From an optimization exercise on the open Yosys and OpenROAD flow, aimed at small area and a short achievable clock period; shortcuts taken in it are not production practice. Only simulation tests tie the RTL to the original design; equivalence was not proved. Power figures rest on the tool's default switching activity, not on a simulated workload.

## run 1
## GameModeEazy
module GameModeEazy(
input wire clk,
input wire rst,
input wire load,
input wire [63:0] load_board,
input wire [3:0]btn,
input wire [3:0]mode,
output wire [63:0] num,
output wire [15:0] judge
    );
==> flow/config.mk <==
export PLATFORM = sky130hd
export DESIGN_NAME = GameModeEazy
export DESIGN_NICKNAME = GameModeEazy
export VERILOG_FILES = /design/flow/design.v
export SDC_FILE = /design/flow/constraint.sdc
export NUM_CORES = 4
export LEC_CHECK = 0
export CAP_MARGIN = 20
export CORE_MARGIN = 2
export CORE_UTILIZATION = 30
export GPL_ROUTABILITY_DRIVEN = 1
export SLEW_MARGIN = 20
==> flow/constraint.sdc <==
create_clock -name core_clock -period 28.0 [get_ports {clk}]
set_input_delay 5.6000 -clock core_clock [delete_from_list [all_inputs] [get_ports {clk}]]
set_output_delay 5.6000 -clock core_clock [all_outputs]
set_load 0.01 [all_outputs]
standard.sh (not shown) runs the stock make flow with config.mk's settings and CLKGATE_MAP_FILE= SYNTH_SCRIPT=/design/flow/synth_recipe.tcl, a recipe that flattens the netlist after the stock synthesis.
==> flow/flow/run.sh <==
#!/bin/bash
# The standard layout (standard.sh: the standard synthesis and ORFS
# flow, unchanged), with these flow settings changed:
#  - SETUP_SLACK_MARGIN: the timing repair steps aim for a setup slack
#    margin well above zero, so the layout is optimised for speed rather
#    than only for the (loose) clock period; the SDC is the design's own;
#  - CORE_UTILIZATION=42: a smaller core, for shorter wires;
#  - REMOVE_ABC_BUFFERS=1: the buffers from synthesis are removed at
#    floorplan and the resizer buffers the netlist afresh;
#  - every input and output port still gets a buffer, but a buf_1 cell
#    rather than the resizer's default pick (a slow delay buffer); the
#    timing repair may upsize it.
# The full tool output goes to standard.log in this folder.
set -uo pipefail
bash standard.sh SETUP_SLACK_MARGIN=20.3 CORE_UTILIZATION=42 REMOVE_ABC_BUFFERS=1 \
  "BUFFER_PORTS_ARGS=-buffer_cell sky130_fd_sc_hd__buf_1" finish > standard.log 2>&1
Relative to run 1, the following input files were edited for run 2:
==> flow/flow/run.sh <==
#!/bin/bash
# The standard layout (standard.sh, unchanged synthesis), with two
# settings changed:
#  - the timing repair steps aim for a setup slack margin well above zero,
#    so the layout is optimised for speed rather than only for the loose
#    clock period;
#  - the port buffers that every input and output gets are buf_2 cells
#    rather than the resizer's default pick (a slow delay buffer).
# The full tool output goes to standard.log in this folder.
set -uo pipefail
bash standard.sh SETUP_SLACK_MARGIN=20 CORE_UTILIZATION=42 "BUFFER_PORTS_ARGS=-buffer_cell sky130_fd_sc_hd__buf_2" finish > standard.log 2>&1
==> results.txt <==
Looking at the reports, run 2 completed the entire flow and the layout it produced met the timing, DRC and antenna checks. Count of unique library cells instantiated by Yosys came out exactly the same in run 2 and run 1. Re clock tree buffer count of the final layout: run 2 is 1 up on run 1. Final clock skew essentially unchanged between run 1 and run 2. Run 2 reports a lower worst-margin pin slew than run 1 does. Summary: with run 1 as the reference, final cell count without fillers in run 2 moved down slightly. Delta (run 2 minus run 1): leakage power now larger; length of routed met2 wiring fell about 3.6%; total power down about 2.6%; final non-filler cell area fell by 1.2%.
Input changes introduced in run 3 (baseline for comparison: run 2):
==> flow/flow/run.sh <==
#!/bin/bash
# The standard layout (standard.sh: the standard synthesis and ORFS
# flow, unchanged), with these flow settings changed:
#  - SETUP_SLACK_MARGIN=20: the timing repair steps aim for a setup slack
#    margin well above zero, so the layout is optimised for speed rather
#    than only for the (loose) clock period; the SDC is the design's own;
#  - CORE_UTILIZATION=42: a smaller core, for shorter wires;
#  - every input and output port still gets a buffer, but a buf_1 cell
#    rather than the resizer's default pick (a slow delay buffer); the
#    timing repair may upsize it.
# The full tool output goes to standard.log in this folder.
set -uo pipefail
bash standard.sh SETUP_SLACK_MARGIN=20 CORE_UTILIZATION=48 REMOVE_ABC_BUFFERS=1 \
  "BUFFER_PORTS_ARGS=-buffer_cell sky130_fd_sc_hd__buf_1" finish > standard.log 2>&1
### Flow results
- Cell area, run 3 and run 2: smaller value in run 3
- In the flow results for run 3 and run 2, the die area is larger on run 2.
- Summary — cell area after placement, run 3 relative to run 2: lower, by 1.3%.
- Where minimum setup slack in the final design is concerned, run 2 is better than run 3.
- Taking run 2 as the reference, in run 3 overall routed net length down about 3.6%, final cycle utilization of the critical path closely matched the old numbers.
- Re hold buffer count at CTS: no difference whatsoever between run 3 and run 2.
- Against run 2 as the reference, run 3 delivers a higher total power.

========
Setup of v34:
Starting RTL as in the previous note.
Settings: LEC_CHECK=0, CAP_MARGIN=20, CORE_MARGIN=2, CORE_UTILIZATION=30, GPL_ROUTABILITY_DRIVEN=1, SLEW_MARGIN=20; clock period 28.0 ns.
==> flow/flow/run.sh <==
#!/bin/bash
# The standard layout (standard.sh: the standard synthesis and ORFS
# flow, unchanged), with these flow settings changed:
#  - SETUP_SLACK_MARGIN=20: the timing repair steps aim for a setup slack
#    margin well above zero, so the layout is optimised for speed rather
#    than only for the (loose) clock period; the SDC is the design's own;
#  - CORE_UTILIZATION=42: a smaller core, for shorter wires;
#  - every input and output port still gets a buffer, but a buf_1 cell
#    rather than the resizer's default pick (a slow delay buffer); the
#    timing repair may upsize it.
# The full tool output goes to standard.log in this folder.
set -uo pipefail
bash standard.sh SETUP_SLACK_MARGIN=0 CORE_UTILIZATION=42 \
  "BUFFER_PORTS_ARGS=-buffer_cell sky130_fd_sc_hd__buf_1" finish > standard.log 2>&1
[inputs] v3 vs v34
diff --git a/flow/flow/run.sh b/flow/flow/run.sh
--- a/flow/flow/run.sh
+++ b/flow/flow/run.sh
@@ -13 +13 @@
-bash standard.sh SETUP_SLACK_MARGIN=0 CORE_UTILIZATION=42 \
+bash standard.sh SETUP_SLACK_MARGIN=20.3 CORE_UTILIZATION=42 REMOVE_ABC_BUFFERS=1 \
[summary]
v3 and v34 ended up with roughly the same placed standard-cell area.
When v3 is set beside v34, its global placer's final weighted congestion turns out to be about 0.9% smaller.
Worst clock skew on the final layout of v3 is on par with v34.
Against v34 as the reference, v3 delivers a higher internal power component.
Changes in v44 relative to v3:
diff --git a/flow/flow/run.sh b/flow/flow/run.sh
--- a/flow/flow/run.sh
+++ b/flow/flow/run.sh
@@ -13 +13 @@
-bash standard.sh SETUP_SLACK_MARGIN=20.3 CORE_UTILIZATION=42 REMOVE_ABC_BUFFERS=1 \
+bash standard.sh SETUP_SLACK_MARGIN=21 CORE_UTILIZATION=42 REMOVE_ABC_BUFFERS=1 \
==> results.txt <==
Overall power consumption grows by a little under 10% when moving from v3 to v44.
v3 has a lower critical path depth than v44.
v44: global-route usage is 3.1 points higher than what v3 reported.
Layout cell share with drive strength beyond 1: higher on v44
Delta (v44 minus v3): first-iteration DRC count has increased; setup slack rose 280 ps; maximum fanout along the worst path has decreased; wire length has increased; final weighted congestion of routability-driven global placement essentially unchanged.
## Diff of input files: v53 against v44
diff --git a/flow/flow/run.sh b/flow/flow/run.sh
--- a/flow/flow/run.sh
+++ b/flow/flow/run.sh
@@ -13 +13 @@
-bash standard.sh SETUP_SLACK_MARGIN=21 CORE_UTILIZATION=42 REMOVE_ABC_BUFFERS=1 \
+bash standard.sh SETUP_SLACK_MARGIN=20.4 CORE_UTILIZATION=42 REMOVE_ABC_BUFFERS=1 \
## What came out
Taking v44 as the reference, in v53 storage element area lower; layout buffer count excluding clock buffers down 34%; total power lower. Setup slack delta for v53 relative to v44: 180 ps lower. Cmp v53 vs v44: internal power summed over all cells lower in v53. Relative to v44, total stage count of the critical path has gone down in v53.

========
tundra:
Starting RTL as in the previous note.
export LEC_CHECK = 0
export CAP_MARGIN = 20
export CORE_MARGIN = 2
export CORE_UTILIZATION = 30
export GPL_ROUTABILITY_DRIVEN = 1
export SLEW_MARGIN = 20
create_clock -name core_clock -period 28.0 [get_ports {clk}]
==> flow/flow/run.sh <==
#!/bin/bash
# The standard layout (standard.sh, unchanged synthesis), with two
# settings changed:
#  - the timing repair steps aim for a setup slack margin well above zero,
#    so the layout is optimised for speed rather than only for the loose
#    clock period;
#  - the port buffers that every input and output gets are buf_2 cells
#    rather than the resizer's default pick (a slow delay buffer).
# The full tool output goes to standard.log in this folder.
set -uo pipefail
bash standard.sh SETUP_SLACK_MARGIN=20 "BUFFER_PORTS_ARGS=-buffer_cell sky130_fd_sc_hd__buf_2" finish > standard.log 2>&1
The following lists how willow was set up differently from tundra:
==> flow/flow/run.sh <==
#!/bin/bash
# The standard layout (standard.sh: the standard synthesis and ORFS
# flow, unchanged), with these flow settings changed:
#  - SETUP_SLACK_MARGIN=20: the timing repair steps aim for a setup slack
#    margin well above zero, so the layout is optimised for speed rather
#    than only for the (loose) clock period; the SDC is the design's own;
#  - CORE_UTILIZATION=42: a smaller core, for shorter wires;
#  - every input and output port still gets a buffer, but a buf_1 cell
#    rather than the resizer's default pick (a slow delay buffer); the
#    timing repair may upsize it.
# The full tool output goes to standard.log in this folder.
set -uo pipefail
bash standard.sh SETUP_SLACK_MARGIN=20.3 CORE_UTILIZATION=42 \
  "BUFFER_PORTS_ARGS=-buffer_cell sky130_fd_sc_hd__buf_1" finish > standard.log 2>&1
Results
Fill cell total of the finished layout (tundra / willow): 1.5. Comparing willow and tundra, the higher buffers plus inverters on the worst setup path is on tundra. Against tundra, willow comes in 8 higher on buffers inserted during post-CTS setup optimization. Compared with tundra, in willow minimum clock period went down 0.29 ns; final core utilization grew by 14 points; HPWL after detailed placement went down. Going from tundra to willow, the clock buffer count in the final layout was found to have gone down by 1. The wire length of the first global-routing pass of willow was inferior to that of tundra. Going from tundra to willow, total routing resource utilization after global routing moved up, non-clock buffer count moved up, count of max-cap constraint violations level.
--- input diff willow..raven ---
diff --git a/flow/flow/run.sh b/flow/flow/run.sh
--- a/flow/flow/run.sh
+++ b/flow/flow/run.sh
@@ -12,3 +12,3 @@
 set -uo pipefail
-bash standard.sh SETUP_SLACK_MARGIN=20.3 CORE_UTILIZATION=42 \
+bash standard.sh SETUP_SLACK_MARGIN=20.5 CORE_UTILIZATION=42 REMOVE_ABC_BUFFERS=1 \
   "BUFFER_PORTS_ARGS=-buffer_cell sky130_fd_sc_hd__buf_1" finish > standard.log 2>&1
## What came out
STATUS register-to-register setup slack: raven loses against willow. The fmax of raven is higher than that of willow. Launch point of the critical path: num_reg[12]$_DFF_P_ -> raven, mode[2] -> willow. Changes observed in raven relative to willow: setup slack went up; non-filler instance count after layout increased about 0.7%; combinational power shows an increase of about 3.4%. raven ran to completion and came out clean on the timing, DRC and antenna checks. Via count: raven vs willow up 143. Summary of raven over willow: switching power summed over all nets went up about 3.4%; relative max-transition margin now smaller.
The following lists how ember was set up differently from raven:
diff --git a/flow/flow/run.sh b/flow/flow/run.sh
--- a/flow/flow/run.sh
+++ b/flow/flow/run.sh
@@ -12,3 +12,3 @@
 set -uo pipefail
-bash standard.sh SETUP_SLACK_MARGIN=20.5 CORE_UTILIZATION=42 REMOVE_ABC_BUFFERS=1 \
+bash standard.sh SETUP_SLACK_MARGIN=20 CORE_UTILIZATION=42 REMOVE_ABC_BUFFERS=1 \
   "BUFFER_PORTS_ARGS=-buffer_cell sky130_fd_sc_hd__buf_1" finish > standard.log 2>&1
Findings:
Relative to raven, the fraction of the cycle the final worst path needs of ember is higher by 1.8 points.
In the metrics for raven and ember, the one carrying the lower setup slack after layout is ember.
| total leakage power | ember vs raven | 5.4% lower |
Transition time of the tightest slew-check pin, raven and ember: larger value in raven
Looking at met1 usage, ember sits 1.1 points lower than raven does.
The highest metal layer with signal wires comes out met5 in one run and met4 in the other, namely in ember and raven respectively.
ember ended up with sky130_fd_sc_hd__inv_1 as its cell with the biggest individual delay on the critical path; raven ended up with sky130_fd_sc_hd__dfxtp_1.
The lower number of setup buffers added after CTS came out of ember.
The lower total of fill cells in the finished design of raven and ember is in raven.
The standard cells in ember occupy less silicon area than those in raven do.
The following lists how yarrow was set up differently from ember:
diff --git a/flow/flow/run.sh b/flow/flow/run.sh
--- a/flow/flow/run.sh
+++ b/flow/flow/run.sh
@@ -3,3 +3,3 @@
 # flow, unchanged), with these flow settings changed:
-#  - SETUP_SLACK_MARGIN=20: the timing repair steps aim for a setup slack
+#  - SETUP_SLACK_MARGIN: the timing repair steps aim for a setup slack
 #    margin well above zero, so the layout is optimised for speed rather
@@ -7,2 +7,4 @@
 #  - CORE_UTILIZATION=42: a smaller core, for shorter wires;
+#  - REMOVE_ABC_BUFFERS=1: the buffers from synthesis are removed at
+#    floorplan and the resizer buffers the netlist afresh;
 #  - every input and output port still gets a buffer, but a buf_1 cell
@@ -12,3 +14,3 @@
 set -uo pipefail
-bash standard.sh SETUP_SLACK_MARGIN=20 CORE_UTILIZATION=42 REMOVE_ABC_BUFFERS=1 \
+bash standard.sh SETUP_SLACK_MARGIN=20.3 CORE_UTILIZATION=36 REMOVE_ABC_BUFFERS=1 \
   "BUFFER_PORTS_ARGS=-buffer_cell sky130_fd_sc_hd__buf_1" finish > standard.log 2>&1
Findings:
Between ember and yarrow, hold slack is lower for ember, yarrow comes in above that. Total power after layout went down slightly going from ember to yarrow. Summary: with ember as the reference, largest net degree at the start of global routing in yarrow moved down by more than a quarter. Compared with ember, in yarrow power share of the combinational group went up 0.5 points, required time at the worst-slack endpoint held. The final layouts of ember and yarrow pass the timing, DRC and antenna checks.
### yarrow -> maple
==> flow/flow/run.sh <==
#!/bin/bash
# The standard layout (standard.sh: the standard synthesis and ORFS
# flow, unchanged), with these flow settings changed:
#  - SETUP_SLACK_MARGIN=20: the timing repair steps aim for a setup slack
#    margin well above zero, so the layout is optimised for speed rather
#    than only for the (loose) clock period; the SDC is the design's own;
#  - CORE_UTILIZATION=42: a smaller core, for shorter wires;
#  - every input and output port still gets a buffer, but a buf_1 cell
#    rather than the resizer's default pick (a slow delay buffer); the
#    timing repair may upsize it.
# The full tool output goes to standard.log in this folder.
set -uo pipefail
bash standard.sh SETUP_SLACK_MARGIN=20 CORE_UTILIZATION=42 \
  "BUFFER_PORTS_ARGS=-buffer_cell sky130_fd_sc_hd__buf_1" finish > standard.log 2>&1
[summary]
- The lower count of filler cells inserted in the layout of maple and yarrow is in maple.
- In the metrics for maple and yarrow, the one carrying the higher fraction of area in multi-input gates is maple.
- Against yarrow, maple reports a peak supply drop that is higher.
- maple gives less area overhead of the layout relative to synthesis than yarrow did.
- On combined flip-flop and latch cell area, maple and yarrow are neck and neck.
- Diff yarrow -> maple | finished layout cell area | decrease of 2.3%
- On hold slack: between maple and yarrow, it ends up higher for yarrow.

## afterwards: timing with drivers on the ports
How much do the figures lean on ideal ports? The routed layouts below were timed once more, with nothing changed but the port constraints. Step 1 sets driving cells, clkbuf_16 on the clock port and buf_2 on the other inputs (assumed; they add their load-dependent delay and slew). Step 2, shift: input delay + t, output delay - t, t = (earliest + latest rising clock arrival at the registers) / 2. This alone moves slack from input paths to output paths. Three values: ideal, step 1, step 2; two values: the first two.
run | t (ns) | slack for setup (ns) | worst hold slack (ns) | slew at the worst register clock pin (ns) | pins driven straight from the clock port
run 1 | 0.456 | 20.283 / 20.226 / 19.935 | 0.532 / 0.532 / 0.532 | 0.07 / 0.07 | 1
run 2 | 0.446 | 19.991 / 19.935 / 19.687 | 0.528 / 0.528 / 0.528 | 0.07 / 0.07 | 1
run 3 | 0.461 | 19.957 / 19.902 / 19.619 | 0.537 / 0.537 / 0.537 | 0.07 / 0.07 | 1
v34 | 0.445 | 19.448 / 19.424 / 19.039 | 0.549 / 0.549 / 0.549 | 0.07 / 0.07 | 1
v3 | 0.456 | 20.283 / 20.226 / 19.935 | 0.532 / 0.532 / 0.532 | 0.07 / 0.07 | 1
v44 | 0.457 | 20.562 / 20.599 / 20.142 | 0.530 / 0.530 / 0.530 | 0.07 / 0.07 | 1
v53 | 0.461 | 20.387 / 20.328 / 20.030 | 0.538 / 0.538 / 0.538 | 0.07 / 0.07 | 1
tundra | 0.457 | 19.995 / 19.930 / 19.711 | 0.551 / 0.551 / 0.551 | 0.07 / 0.07 | 1
willow | 0.436 | 20.280 / 20.241 / 19.867 | 0.528 / 0.528 / 0.528 | 0.07 / 0.07 | 1
raven | 0.454 | 20.490 / 20.436 / 20.092 | 0.534 / 0.534 / 0.534 | 0.07 / 0.07 | 1
ember | 0.455 | 19.984 / 19.928 / 19.696 | 0.533 / 0.533 / 0.533 | 0.07 / 0.07 | 1
yarrow | 0.449 | 20.325 / 20.272 / 19.937 | 0.588 / 0.588 / 0.588 | 0.07 / 0.07 | 1
maple | 0.464 | 19.980 / 19.923 / 19.575 | 0.568 / 0.568 / 0.568 | 0.07 / 0.07 | 1
After both steps every run listed still meets setup and hold. For v44, which loses most, drivers alone change the setup slack by +0.037 ns; drivers and shift together by -0.420 ns.
